Background: an optimization exercise with open tools, aiming at small area. Do not read the settings as production practice. Function was checked by simulation only, so behaviour that the tests miss may differ from the original. No activity file was given, so power comes from the tool's default toggle rates.

`design/flow/design.v`:
```
`timescale 1ns / 1ps
module Pong_Finished(clk, reset, button, switch, hsync, vsync, RGB,
                     D0, D1, D2, D3, D4, D5, D6, D7, anodes,
                     hex_out, cheat, test_fast);
	input         clk, reset, cheat, test_fast;
	input  [3:0]  button;
	input  [11:0] switch;
	input         D0, D1, D2, D3, D4, D5, D6, D7;
	output [7:0]  anodes;
	output [6:0]  hex_out;
	output        hsync, vsync;
	output [11:0] RGB;
	function le10;
		input [9:0] a, b;
		integer i;
		reg g;
		begin
			g = 1'b1;
			for (i = 0; i < 10; i = i + 1)
				g = (~a[i] & b[i]) | (~a[i] & g) | (b[i] & g);
			le10 = g;
		end
	endfunction
	function [10:0] sub10;
		input [9:0] a, b;
		integer i;
		reg c;
		reg [9:0] s;
		begin
			c = 1'b1;
			for (i = 0; i < 10; i = i + 1) begin
				s[i] = a[i] ^ ~b[i] ^ c;
				c = (a[i] & ~b[i]) | (a[i] & c) | (~b[i] & c);
			end
			sub10 = {~c, s};
		end
	endfunction
	function [12:0] inc12;
		input [11:0] a;
		input en;
		integer i;
		reg c;
		begin
			c = en;
			for (i = 0; i < 12; i = i + 1) begin
				inc12[i] = a[i] ^ c;
				c = c & a[i];
			end
			inc12[12] = c;
		end
	endfunction
	function [9:0] step10;
		input [9:0] a;
		input en, up;
		integer i;
		reg c;
		begin
			c = en;
			for (i = 0; i < 10; i = i + 1) begin
				step10[i] = a[i] ^ c;
				c = c & ~(a[i] ^ up);
			end
		end
	endfunction
	function [8:0] step3;
		input [8:0] a;
		input dn, up;
		integer i;
		reg tu, td;
		begin
			step3[0] = a[0] ^ (dn | up);
			step3[1] = a[1] ^ ((dn | up) & (a[0] ^ dn));
			tu = dn & (a[1] | a[0]);
			td = up & ~(a[1] & a[0]);
			for (i = 2; i < 9; i = i + 1) begin
				step3[i] = a[i] ^ (tu | td);
				tu = tu & a[i];
				td = td & ~a[i];
			end
		end
	endfunction
	reg  [2:0] ph;
	reg  [9:0] px, py;
	wire px_step = (ph == 3'd0);
	wire px_end  = px[9] & px[8] & px[4] & px[3] & px[2] & px[1] & px[0];
	wire py_end  = py[9] & py[3] & py[2];
	wire [12:0] px_inc = inc12({2'b00, px}, px_step);
	wire [12:0] py_inc = inc12({2'b00, py}, px_step & px_end);
	always @(posedge clk, posedge reset)
		if (reset) ph <= 3'b100;
		else       ph <= {1'b0, ph[1] ^ ph[0], ~ph[0]};
	always @(posedge clk, posedge reset)
		if (reset) begin
			px <= 10'd0;
			py <= 10'd0;
		end else begin
			px <= px_inc[9:0] & ~({10'b1100100000} & {10{px_end & px_step}});
			py <= py_inc[9:0] & ~({10'b1000001101} & {10{py_end & px_end & px_step}});
		end
	assign hsync = ~(le10(10'd656, px) & le10(px, 10'd751));
	assign vsync = ~(py[9:1] == 9'd245);
	wire video_on = ~le10(10'd640, px) & ~le10(10'd480, py);
	wire tick = (px == 10'd0) && ((py == 10'd481) || test_fast);
	wire win  = (px[9:1] == 9'd0);
	reg  [8:0] pt1, pt2;        
	reg  [9:0] bx;              
	reg  [8:0] by;              
	reg        dx, dy;          
	reg  [3:0] score1, score2;
	reg        h2l_q;           
	wire restart  = (bx == 10'd632);
	wire restart2 = (bx == 10'd1);
	wire dn1 = tick & button[1] & ~le10(10'd409, {1'b0, pt1});
	wire up1 = tick & ~dn1 & button[0] & (pt1[8:1] != 8'd0);
	wire dn2 = tick & button[3] &
	           ~le10(cheat ? 10'd80 : 10'd408, {1'b0, pt2});
	wire up2 = tick & ~dn2 & button[2] & (pt2[8:1] != 8'd0);
	wire by_neg = &by;
	wire top_hit = (by[8:1] == 8'd0);
	wire bot_hit = (by[8:1] == 8'b11101100);      
	wire at2 = (bx == 10'd41) | (bx == 10'd42);
	wire at1 = (bx[9:2] == 8'd148) & (bx[1] | bx[0]) |           
	           (bx == 10'd596);
	wire       padcol = (px[9:2] == 8'd150) | (px[9:2] == 8'd10);
	wire       coll   = win & (bx[9:2] != 8'd0);
	wire       bmode  = ~padcol & ~coll;
	wire       rside = win ? bx[9] : px[9];
	wire [8:0] sa = coll ? by : py[8:0];
	wire [8:0] sb = bmode ? by : rside ? pt1 : pt2;
	wire [10:0] sd = sub10({1'b0, sa}, {1'b0, sb});
	wire neg   = sd[10];
	wire le71  = ~neg & le10(sd[9:0], 10'd71);
	wire le72  = ~neg & le10(sd[9:0], 10'd72);
	wire le400 = ~neg & le10(sd[9:0], 10'd400);
	wire in_rng = rside ? le71 : (cheat ? le400 : le72);
	wire near  = neg & (sd[9:3] == 7'h7F) & (sd[2:0] != 3'd0);    
	wire h1   = ~by_neg & (in_rng | near);
	wire h2l  = ~by_neg & (le400 | near);
	wire hit2 = win ? h1 : (cheat & h2l_q);
	wire hit1 = win & h1;
	always @(posedge clk)
		if (win) h2l_q <= h2l;
	reg dxn, dyn;
	always @(*) begin
		dxn = dx;
		dyn = dy;
		if (top_hit)           dyn = 1'b1;
		else if (bot_hit)      dyn = 1'b0;
		else if (at2 & hit2)   dxn = 1'b1;
		else if (at1 & hit1)   dxn = 1'b0;
	end
	always @(posedge clk)
		if (reset) begin
			score1 <= 4'd0;
			score2 <= 4'd0;
		end else begin
			score1 <= inc12({8'd0, score1}, restart);
			score2 <= inc12({8'd0, score2}, restart2 & ~restart);
		end
	always @(posedge clk, posedge reset)
		if (reset) begin
			pt1 <= 9'd220;
			pt2 <= 9'd220;
			bx  <= 10'd36;
			by  <= 9'd0;
			dx  <= 1'b1;
			dy  <= 1'b1;
		end else begin
			pt1 <= step3(pt1, dn1, up1);
			pt2 <= step3(pt2, dn2, up2);
			if (restart) begin
				bx <= 10'd36;  by <= 9'd0;   dx <= 1'b1; dy <= 1'b1;
			end else if (restart2) begin
				bx <= 10'd444; by <= 9'd0;   dx <= 1'b0; dy <= 1'b0;
			end else begin
				bx <= step10(bx, tick, dx);
				by <= step10({1'b0, by}, tick, dy);
				dx <= dxn;
				dy <= dyn;
			end
		end
	reg ball_row_q;
	wire ball_row = bmode ? (~neg & (sd[9:3] == 7'd0)) : ball_row_q;
	always @(posedge clk) ball_row_q <= ball_row;
	wire [10:0] dbx = sub10(px, bx);
	wire pad_on = padcol & in_rng;
	wire ball_on = ball_row &
	               ~dbx[10] & (dbx[9:3] == 7'd0);
	reg [11:0] rgb_n, rgb_q;
	always @(*)
		if (~video_on)      rgb_n = 12'h000;
		else if (pad_on)    rgb_n = 12'h0F0;
		else if (ball_on)   rgb_n = 12'hF00;
		else                rgb_n = switch;
	always @(posedge clk, posedge reset)
		if (reset) rgb_q <= 12'hFFF;
		else       rgb_q <= rgb_n;
	assign RGB = rgb_q;
	reg [11:0] rc;
	reg [2:0]  dig;
	wire q3     = ph[1] & ph[0];
	wire rc_end = rc[11] & rc[10] & rc[5] & rc[4] & rc[2];
	wire [12:0] rc_inc = inc12(rc, q3);
	always @(posedge clk, posedge reset)
		if (reset) begin
			rc  <= 12'd0;
			dig <= 3'd0;
		end else begin
			rc  <= rc_inc[11:0] & ~({12'b110000110101} & {12{rc_end & q3}});
			dig <= inc12({9'd0, dig}, rc_end & q3);
		end
	assign anodes = ~(8'd1 << dig);
	reg [3:0] digit;
	always @(*)
		case (dig)
			3'd0:    digit = score2;
			3'd4:    digit = score1;
			default: digit = 4'd0;
		endcase
	reg [6:0] seg;
	always @(*)
		case (digit)
			4'h0: seg = 7'b0000001;
			4'h1: seg = 7'b1001111;
			4'h2: seg = 7'b0010010;
			4'h3: seg = 7'b0000110;
			4'h4: seg = 7'b1001100;
			4'h5: seg = 7'b0100100;
			4'h6: seg = 7'b0100000;
			4'h7: seg = 7'b0001111;
			4'h8: seg = 7'b0000000;
			4'h9: seg = 7'b0000100;
			4'hA: seg = 7'b0001000;
			4'hB: seg = 7'b1100000;
			4'hC: seg = 7'b0110001;
			4'hD: seg = 7'b1000010;
			4'hE: seg = 7'b0110000;
			default: seg = 7'b0111000;
		endcase
	assign hex_out = seg;
endmodule
```
`design/flow/flow/run.sh`:
```
#!/bin/bash
# Own layout flow: the standard layout (standard.sh), with these changes.
#  1. Synthesis is the standard synthesis script, except that
#     - ABC maps the logic with an area-oriented script (flow/area.abc)
#       instead of ORFS's delay-oriented one, and
#     - Yosys's extract_fa (half/full adder cell extraction) is skipped, so
#       ABC sees that logic too.
#     Everything that decides the registers (their names and cell types) is
#     unchanged.
#  2. Ports are buffered with sky130_fd_sc_hd__buf_1 rather than the cell
#     buffer_ports picks by default.
#  3. Clock tree synthesis uses clkbuf_8 and inserts no dummy loads.
# Each tool's output goes to a log file in the work folder.
set -euo pipefail
W=$(pwd)
F=$W/flow

# ORFS synth.tcl with the ABC script replaced and extract_fa skipped
sed -e 's|log_cmd abc {\*}\$abc_args|log_cmd abc {*}[lreplace $abc_args 1 1 '"$F"'/area.abc]|' \
    -e 's|^\(\s*\)extract_fa {\*}\[dont_use_extract_fa_args\]|\1# extract_fa skipped|' \
    "$FLOW_HOME/scripts/synth.tcl" > "$W/synth_area_orfs.tcl"
grep -q "area.abc" "$W/synth_area_orfs.tcl"
grep -q "# extract_fa skipped" "$W/synth_area_orfs.tcl"
# The standard flow's synthesis script, sourcing that copy instead of ORFS's synth.tcl
sed 's|source \$::env(SCRIPTS_DIR)/synth.tcl|source '"$W"'/synth_area_orfs.tcl|' \
    "$W/synth_recipe.tcl" > "$W/synth_area.tcl"
grep -q "synth_area_orfs.tcl" "$W/synth_area.tcl"
# standard.sh with that synthesis script
sed 's|SYNTH_SCRIPT=[^ ]*|SYNTH_SCRIPT='"$W"'/synth_area.tcl|' "$W/standard.sh" > "$W/standard_area.sh"
grep -q "synth_area.tcl" "$W/standard_area.sh"

bash "$W/standard_area.sh" synth > "$W/synth.log" 2>&1
export BUFFER_PORTS_ARGS="-buffer_cell sky130_fd_sc_hd__buf_1"
export CTS_ARGS="-sink_clustering_enable -repair_clock_nets -dont_use_dummy_load -sink_clustering_size 30 -sink_clustering_max_diameter 300 -buf_list {sky130_fd_sc_hd__clkbuf_4 sky130_fd_sc_hd__clkbuf_8}"
bash "$W/standard.sh" > "$W/layout.log" 2>&1
test -f "$W/out/final.def"
```
`design/flow/flow/area.abc`:
```
strash
&get -n
&fraig -x
&put
scorr
dc2
strash
&get -n
&deepsyn -T 20
&put
strash
&get -n
&dch -f
&nf -R 1000
&put
```
`design/flow/standard.sh`:
```
#!/bin/bash
# synth_recipe.tcl (not shown) runs the flow's synth.tcl, then flattens the netlist and writes it again
# the make line also repeats each setting of config.mk as NAME=value (left out here)
make -C /OpenROAD-flow-scripts/flow DESIGN_CONFIG=/design/flow/config.mk WORK_HOME=/design/flow/orfs CLKGATE_MAP_FILE= SYNTH_SCRIPT=/design/flow/synth_recipe.tcl "${@:-finish}"
```
`design/flow/config.mk`:
```
export PLATFORM = sky130hd
export DESIGN_NAME = Pong_Finished
export DESIGN_NICKNAME = Pong_Finished
export VERILOG_FILES = /design/flow/design.v
export SDC_FILE = /design/flow/constraint.sdc
export NUM_CORES = 4
export LEC_CHECK = 0
export CAP_MARGIN = 20
export CORE_MARGIN = 2
export CORE_UTILIZATION = 40
export PLACE_DENSITY = 0.6
export SLEW_MARGIN = 20
```
`design/flow/constraint.sdc`:
```
create_clock -name core_clock -period 10.0 [get_ports {clk}]
set_input_delay 2.0000 -clock core_clock [delete_from_list [all_inputs] [get_ports {clk}]]
set_output_delay 2.0000 -clock core_clock [all_outputs]
set_load 0.01 [all_outputs]
```
==> results of run 1 <==
==> final timing paths <==
path | cells past startpoint | from | slack, ns | to
worst max-delay path | 25 | bx[6]$_DFF_PP0_ | 2.79 | dx$_DFFE_PP1P_
max in group asynchronous | 3 | reset | 7.38 | by[7]$_DFF_PP0_
worst min-delay path | 1 | rc[9]$_DFF_PP0_ | 0.49 | rc[9]$_DFF_PP0_
min in group asynchronous | 2 | reset | 1.65 | rc[1]$_DFF_PP0_
worst max register to register | 25 | bx[6]$_DFF_PP0_ | 2.79 | dx$_DFFE_PP1P_
worst min register to register | 1 | rc[9]$_DFF_PP0_ | 0.49 | rc[9]$_DFF_PP0_
==> registers in the layout (all words and copies together), names as in the netlist <==
| name | count |
|---|---|
| h2l_q | 1 |
| score1 | 4 |
| rc | 12 |
| dy | 1 |
| pt2 | 9 |
| rgb_q | 12 |
| px | 10 |
| score2 | 4 |
| ph | 3 |
| pt1 | 9 |
| dig | 3 |
| by | 9 |
| dx | 1 |
| py | 10 |
| bx | 10 |
| ball_row_q | 1 |
==> report_power, final <==
part | internal (W) | total [W] | switching (W) | leakage, nW
Clock | 0.0000809 | 0.000206 | 0.000126 | 0.0647
Combinational | 0.000241 | 0.000537 | 0.000295 | 1.21
Sequential | 0.000501 | 0.000661 | 0.000160 | 1.16
==> metal layers <==
metal / up-vias / global-route usage, % / wire [um]
met2: 81 / 29.2 / 5770
met3: 21 / 4.04 / 420
met5: - / 0 / 0
li1: 2371 / - / -
met1: 2236 / 23.7 / 6010
met4: 0 / 5.32 / 240
==> through the flow <==
stage	setup slack [ns]	util, %	power (W)
after floorplan	3.47	-	0.00106
final	2.79	45.5	0.00140
after global routing	2.32	45.5	0.00153
after CTS	2.82	45.5	0.00141
after global placement	2.89	44.5	0.00119
after detailed placement	2.89	44.5	0.00120
==> cell usage in the layout (no fill, tap or decap), types with 2 or more instances in the layout <==
master / synthesis / layout
buf_4: 0 / 2
dfxtp_1: 9 / 9
a22o_1: 4 / 4
nand4_1: 10 / 10
clkbuf_8: 0 / 9
nand2b_1: 7 / 7
nand3_1: 16 / 16
nor2_1: 101 / 101
o22ai_1: 13 / 13
maj3_1: 4 / 4
mux2i_1: 14 / 14
nor4_1: 7 / 7
a22oi_1: 4 / 4
o21a_1: 9 / 9
dfrtp_1: 62 / 62
a21oi_1: 30 / 30
clkinv_1: 19 / 18
nand2_1: 61 / 61
nor2b_1: 10 / 10
o21bai_1: 2 / 2
a31oi_1: 8 / 8
or2_0: 6 / 6
o31ai_1: 3 / 3
dfstp_2: 27 / 27
xnor2_1: 33 / 33
and4_1: 3 / 3
nand3b_1: 4 / 4
buf_1: 0 / 48
o21ai_0: 34 / 34
and3_1: 18 / 18
or3_1: 7 / 7
nor3_1: 42 / 42
o211ai_1: 3 / 3
a211oi_1: 4 / 4
xor2_1: 27 / 27
and2_0: 16 / 16
==> layout make-up <==
type,count,area (um2),area share (%)
Multi-Input combinational cell,516,2980,49.0
Sequential cell,99,2470,40.7
Tap cell,176,220,3.63
Timing Repair Buffer,51,206,3.40
Clock buffer,9,124,2.04
Inverter,19,72.6,1.20
==> cell families after synthesis <==
family	share of synthesized area [%]
mux	2.74
simple gates	27.1
other cells	0.0679
compound gates	13.8
buf+inv	1.29
xor+xnor	9.52
fa+ha+maj	0.725
flops	44.8
==> worst register-to-register path, stage by stage, from the launching register on <==
cell      delay (ns)
dfrtp_1         0.50
or3_1           0.41
or4_1           0.44
nor3_1          0.38
or2_0           0.77
o21ai_0         0.23
buf_4           0.25
o22ai_1         0.17
nor2_1          0.08
or2_0           0.24
a31oi_1         0.18
nor2_1          0.10
maj3_1          0.40
o22a_1          0.23
maj3_1          0.40
maj3_1          0.41
maj3_1          0.37
o21ai_0         0.30
o31ai_1         0.17
a211oi_1        0.35
nor2b_1         0.09
nor3_1          0.15
a41oi_1         0.06
nor3_1          0.25
o21ai_0         0.11
o31a_1          0.12
==> results_dict.tcl, run 1 <==
set metrics [dict create \
    wl_per_cell_um 14.3 \
    hold_ws_ns 0.491 \
    core_area_um2 13300 \
    fin_cells 870 \
    max_freq_ghz 0.139 \
    fin_crit_sh_pct 72.1 \
    grt_pass1_wl_um 21000 \
    cp_data_required_time_ns 10.30 \
    min_period_ns 7.21 \
    design_area_um2 6070 \
    diodes 0 \
    post_cts.repair.setup_buffers 0 \
    row_count 42 \
    cts-root-buf "clkbuf_8" \
    synth_edf_count 1 \
    cp_max_fo 13 \
    worstSetupPathType "reg -> reg" \
    yosysTopAreaCell "dfrtp_1" \
    yosysWarnings 1 \
    maxCapViolations 0 \
    ys_seq_elements 99 \
    async_flop_share_pct 89.9 \
    synthesis.area_um2 5520 \
    drc 0 \
    netlist_top_cells_count "nor2_1, dfrtp_1, nand2_1" \
    port_buffers 48 \
    vias 4709 \
    clk_latency_ns 0.38 \
    drv_slew 0 \
    critPathSlowestCell "or2_0" \
    die_h_um 121 \
    place.gp.congestion 0.856 \
    synth.area.top_cells "dfrtp_1, dfstp_2, nor2_1" \
    worstSetupEndpointType "flop" \
    drtIter0Drc 237 \
    clkSinkCount 99 \
    cts_tree "yes" \
    routed_wl_um 12400 \
    final_nets 724 \
    hold_violations 0 \
    cp.buffers_inverters 1 \
    grt_max_degree 85 \
    cts_resized 0 \
    hpwl_um 9180 \
    final-setup-viol-count 0 \
    cp-start-kind "flop" \
    p_leak_nw 2.44 \
    syn-instance-count 634 \
    viasPerCell 5.41 \
    hold_path.class "reg -> reg" \
    skew_ns 0.0173 \
    ios 57 \
    die-area_um2 14800 \
    status "no timing/DRC/antenna violations" \
    antenna_found_initial 0 \
    critPathTopFamily "simple AND/OR/NAND/NOR gates" \
    crit_path_frequent_cell "maj3_1" \
    clkTransAtPathRegs_ns 0.09 \
    relSlewSlack_pct 38.0 \
    syn_to_final_growth_pct 10.0 \
    cts_buffers 9 \
    fp.dieW_um 121 \
    tightest_slew_ns 0.930 \
    syn_area_per_cell_um2 8.71 \
    slowest_delay_ns 0.77 \
    start_util_pct 41.4 \
    yosysMostFrequentCell "nor2_1" \
    yosysSeqAreaShare_pct 44.8 \
    arrival_ns 7.51 \
    ir_drop_v 0.000108 \
    syn_nets 662 \
    grt_overflow_total 0 \
    power_density_nw_per_um2 231 \
    ant_nets 0 \
    cts_buffer_depth 2 \
    synth_top_flop_cell "dfrtp_1" \
    drtPass1Iterations 5 \
    fillCellCount 1345 \
    grt.total_usage_pct 17.9 \
    grt_pass1_vias 4503 \
    place_inst 861 \
    drive_gt1_share_pct 5.76 \
    synth_cell_types 50 \
    yosysTopAreaCellShare_pct 28.1 \
    rsz0062_at_grt "no" \
    setup_tns_ns 0 \
    place_area_um2 5940 \
    ctsHoldBuffers 0 \
    htreeDepth 3 \
]
==> run 2, diff against run 1 <==
--- a/design/flow/design.v
+++ b/design/flow/design.v
@@ -110,3 +110,3 @@
 	reg        h2l_q;           
-	wire restart  = (bx == 10'd632);
+	wire restart  = bx[9] & bx[6] & bx[5] & bx[4] & bx[3];    
 	wire restart2 = (bx == 10'd1);
@@ -184,6 +184,11 @@
 	always @(posedge clk) ball_row_q <= ball_row;
-	wire [10:0] dbx = sub10(px, bx);
+	reg  bx_prev_q;
+	wire bx_hi_eq = (px[9:3] == bx[9:3]);
+	wire p_lt_b   = ~le10({7'd0, bx[2:0]}, {7'd0, px[2:0]});
+	always @(posedge clk, posedge reset)
+		if (reset)                              bx_prev_q <= 1'b0;
+		else if (px_step & (px[2:0] == 3'd7))   bx_prev_q <= bx_hi_eq;
+	wire ball_x = (bx_hi_eq & ~p_lt_b) | (bx_prev_q & p_lt_b);
 	wire pad_on = padcol & in_rng;
-	wire ball_on = ball_row &
-	               ~dbx[10] & (dbx[9:3] == 7'd0);
+	wire ball_on = ball_row & ball_x;
 	reg [11:0] rgb_n, rgb_q;
--- a/design/flow/flow/run.sh
+++ b/design/flow/flow/run.sh
@@ -33,3 +33,3 @@
 export BUFFER_PORTS_ARGS="-buffer_cell sky130_fd_sc_hd__buf_1"
-export CTS_ARGS="-sink_clustering_enable -repair_clock_nets -dont_use_dummy_load -sink_clustering_size 30 -sink_clustering_max_diameter 300 -buf_list {sky130_fd_sc_hd__clkbuf_4 sky130_fd_sc_hd__clkbuf_8}"
+export CTS_ARGS="-sink_clustering_enable -repair_clock_nets -dont_use_dummy_load -sink_clustering_size 30 -sink_clustering_max_diameter 300 -buf_list sky130_fd_sc_hd__clkbuf_8"
 bash "$W/standard.sh" > "$W/layout.log" 2>&1
==> design/flow/flow/area.abc (replaced) <==
strash
&get -n
&fraig -x
&put
scorr
dc2
strash
&get -n
&deepsyn -T 120
&put
strash
&get -n
&dch -f
&nf -R 1000
&put
==> run 2 against run 1 <==
  * Still clean on timing, DRC and antenna
  * Setup slack improved by 0.46 ns
  * Non-clock buffer count did not move
  * Via count fell by 1.1%
  * First-iteration DRC count rose by 16%
  * Sequential power rose by 4.5%
  * Clock power barely moved
  * Sequential cell count rose by 1
==> results_dict.tcl, run 2 <==
set metrics [dict create \
    drtIter0Drc 276 \
    drive_gt1_share_pct 5.97 \
    synth_edf_count 1 \
    crit_path_frequent_cell "o21ai_0" \
    synth_cell_types 52 \
    grt_pass1_vias 4506 \
    antenna_found_initial 0 \
    port_buffers 48 \
    cp.depth 26 \
    vias 4655 \
    netlist_top_cells_count "nor2_1, dfrtp_1, a21oi_1" \
    ir_drop_v 0.0000846 \
    cp-start-kind "flop" \
    status "no timing/DRC/antenna violations" \
    place.gp.congestion 0.866 \
    p_comb_share_pct 36.2 \
    yosysTopAreaCell "dfrtp_1" \
    syn-instance-count 610 \
    syn_to_final_growth_pct 10.0 \
    ctsHoldBuffers 0 \
    row_count 42 \
    cts_resized 0 \
    clkSinkCount 100 \
    cp_max_fo 14 \
    drtPass1Iterations 4 \
    yosysTopAreaCellShare_pct 28.9 \
    ys_seq_elements 100 \
    yosysWarnings 1 \
    die_h_um 121 \
    cp.buffers_inverters 2 \
    tightest_slew_ns 0.834 \
    layout_common_cells "nor2_1, dfrtp_1, a21oi_1" \
    final-setup-viol-count 0 \
    p_leak_nw 2.51 \
    rsz0062_at_grt "no" \
    grt_overflow_total 0 \
    cts-root-buf "clkbuf_8" \
    core_area_um2 13300 \
    start_util_pct 41.0 \
    p_sw_w 0.000573 \
    critPathTopFamily "simple AND/OR/NAND/NOR gates" \
    cts_tree "yes" \
    drc 0 \
    reg2reg_depth 26 \
    fin_cells 846 \
    max_freq_ghz 0.148 \
    arrival_ns 7.04 \
    synth_top_flop_cell "dfrtp_1" \
    place_inst 837 \
    worstSetupPathType "reg -> reg" \
    ios 57 \
    htreeDepth 3 \
    routed_wl_um 12200 \
    slowest_delay_ns 0.57 \
    drv_slew 0 \
    diodes 0 \
    hpwl_um 8850 \
    final_common_cell "nor2_1" \
    final_nets 700 \
    skew_ns 0.0420 \
    clkPwrFrac_pct 14.6 \
    synthesis.area_um2 5450 \
    maxCapViolations 0 \
    post_cts.repair.setup_buffers 0 \
    p_seq_share_pct 49.2 \
    swShare_pct 40.8 \
    clk_latency_ns 0.39 \
    cts_buffers 9 \
    min_period_ns 6.75 \
    setup_tns_ns 0 \
    grt.total_usage_pct 17.6 \
    hold_violations 0 \
    syn_area_per_cell_um2 8.94 \
    yosysMostFrequentCell "nor2_1" \
    async_flop_share_pct 90.0 \
    whs_path_depth 1 \
    cp_data_required_time_ns 10.30 \
    ant_nets 0 \
    hold_path.class "reg -> reg" \
    grt_pass1_wl_um 21000 \
    cts_buffer_depth 2 \
    clkTransAtPathRegs_ns 0.08 \
    viasPerCell 5.50 \
    grt_max_degree 62 \
    relSlewSlack_pct 44.0 \
    wl_per_cell_um 14.4 \
    die-area_um2 14600 \
    power_density_nw_per_um2 234 \
    worstSetupEndpointType "flop" \
    yosysSeqAreaShare_pct 45.8 \
    reg_top3 "rc: 12 flops, rgb_q: 12 flops" \
    critPathSlowestCell "or2_0" \
    fp.dieW_um 121 \
    syn_nets 638 \
    synth.area.top_cells "dfrtp_1, dfstp_2, a21oi_1" \
    intPower_w 0.000832 \
    fin_crit_sh_pct 67.5 \
]
==> run 2: kinds of logic after synthesis <==
kind of cell | after synthesis | share of synthesized area [%]
AO/OA/AOI/OAI | 153 | 16.8
XOR/XNOR | 59 | 9.47
adder cells (fa/ha/maj) | 3 | 0.551
buffers and inverters | 16 | 1.10
flip-flops | 100 | 45.8
multiplexers | 10 | 1.90
other | 1 | 0.0688
AND/OR/NAND/NOR | 268 | 24.3
==> run 2: final cells by class <==
cell class                      instances  area (um2)
Fill cell                            1298        7290
Multi-Input combinational cell        494        2900
Sequential cell                       100        2500
Tap cell                              176         220
Timing Repair Buffer                   51         203
Clock buffer                            9         124
Inverter                               16        61.3
==> run 2: worst paths after layout <==
kind,start,end,slack [ns]
max,bx[4]$_DFF_PP0_,rgb_q[2]$_DFF_PP1_,3.25
min,rc[6]$_DFF_PP0_,rc[6]$_DFF_PP0_,0.49
max reg2reg,bx[4]$_DFF_PP0_,rgb_q[2]$_DFF_PP1_,3.25
min reg2reg,rc[6]$_DFF_PP0_,rc[6]$_DFF_PP0_,0.49
max in group asynchronous,reset,pt1[0]$_DFF_PP0_,7.07
min in group asynchronous,reset,bx[1]$_DFF_PP0_,1.77
==> run 2: per-layer routing <==
metal | GRT usage, % | wire, um | part of all wire, %
met2 | 30.2 | 5920 | 48
met4 | 6.25 | 246 | 2.0
met5 | 0 | 0 | 0
met1 | 22.1 | 5730 | 47
met3 | 3.58 | 331 | 2.7
==> run 2: power groups by stage <==
stage | clock [W] | sequential [W] | combinational (W)
3_3_place_gp | 0 | 0.000691 | 0.000487
4_1_cts | 0.000214 | 0.000691 | 0.000508
5_1_grt | 0.000227 | 0.000711 | 0.000582
2_1_floorplan | 0 | 0.000643 | 0.000418
3_5_place_dp | 0 | 0.000697 | 0.000503
6_report | 0.000205 | 0.000691 | 0.000509
==> run 2: through the flow <==
stage          hold WS (ns)  total power [W]  worst slack (ns)  utilization (%)  cell area (um2)
2_1_floorplan         0.422          0.00106              4.10                -             5450
3_3_place_gp          0.462          0.00118              3.48             44.2             5880
3_5_place_dp          0.462          0.00120              3.33             44.2             5880
4_1_cts               0.492          0.00141              3.27             45.1             6000
5_1_grt               0.521          0.00152              2.42             45.1             6000
6_report              0.492          0.00141              3.25             45.1             6000

## afterwards: timing with drivers on the ports
The results above use ideal ports. As a check the final layouts listed here were re-extracted and re-timed, cells and wires unchanged.
Step 1, drivers: a clkbuf_16 drives clk and a buf_2 each remaining input, both assumed.
Step 2 adds t to the input delays and takes it off the output delays; t is the mean of the earliest and latest rising clock arrival at the registers after step 1. Input paths then give back, and output paths get back, about the clock's delay inside the block.
Slacks: ideal / step 1 / step 2; pairs: ideal / step 1.
| run | shift t [ns] | setup WS [ns] | cell pins on the clock port's net |
|---|---|---|---|
| run 1 | 0.410 | 2.790 / 2.790 / 2.790 | 1 |
| run 2 | 0.402 | 3.252 / 3.252 / 3.252 | 1 |
After both steps setup and hold are still met in every run listed.
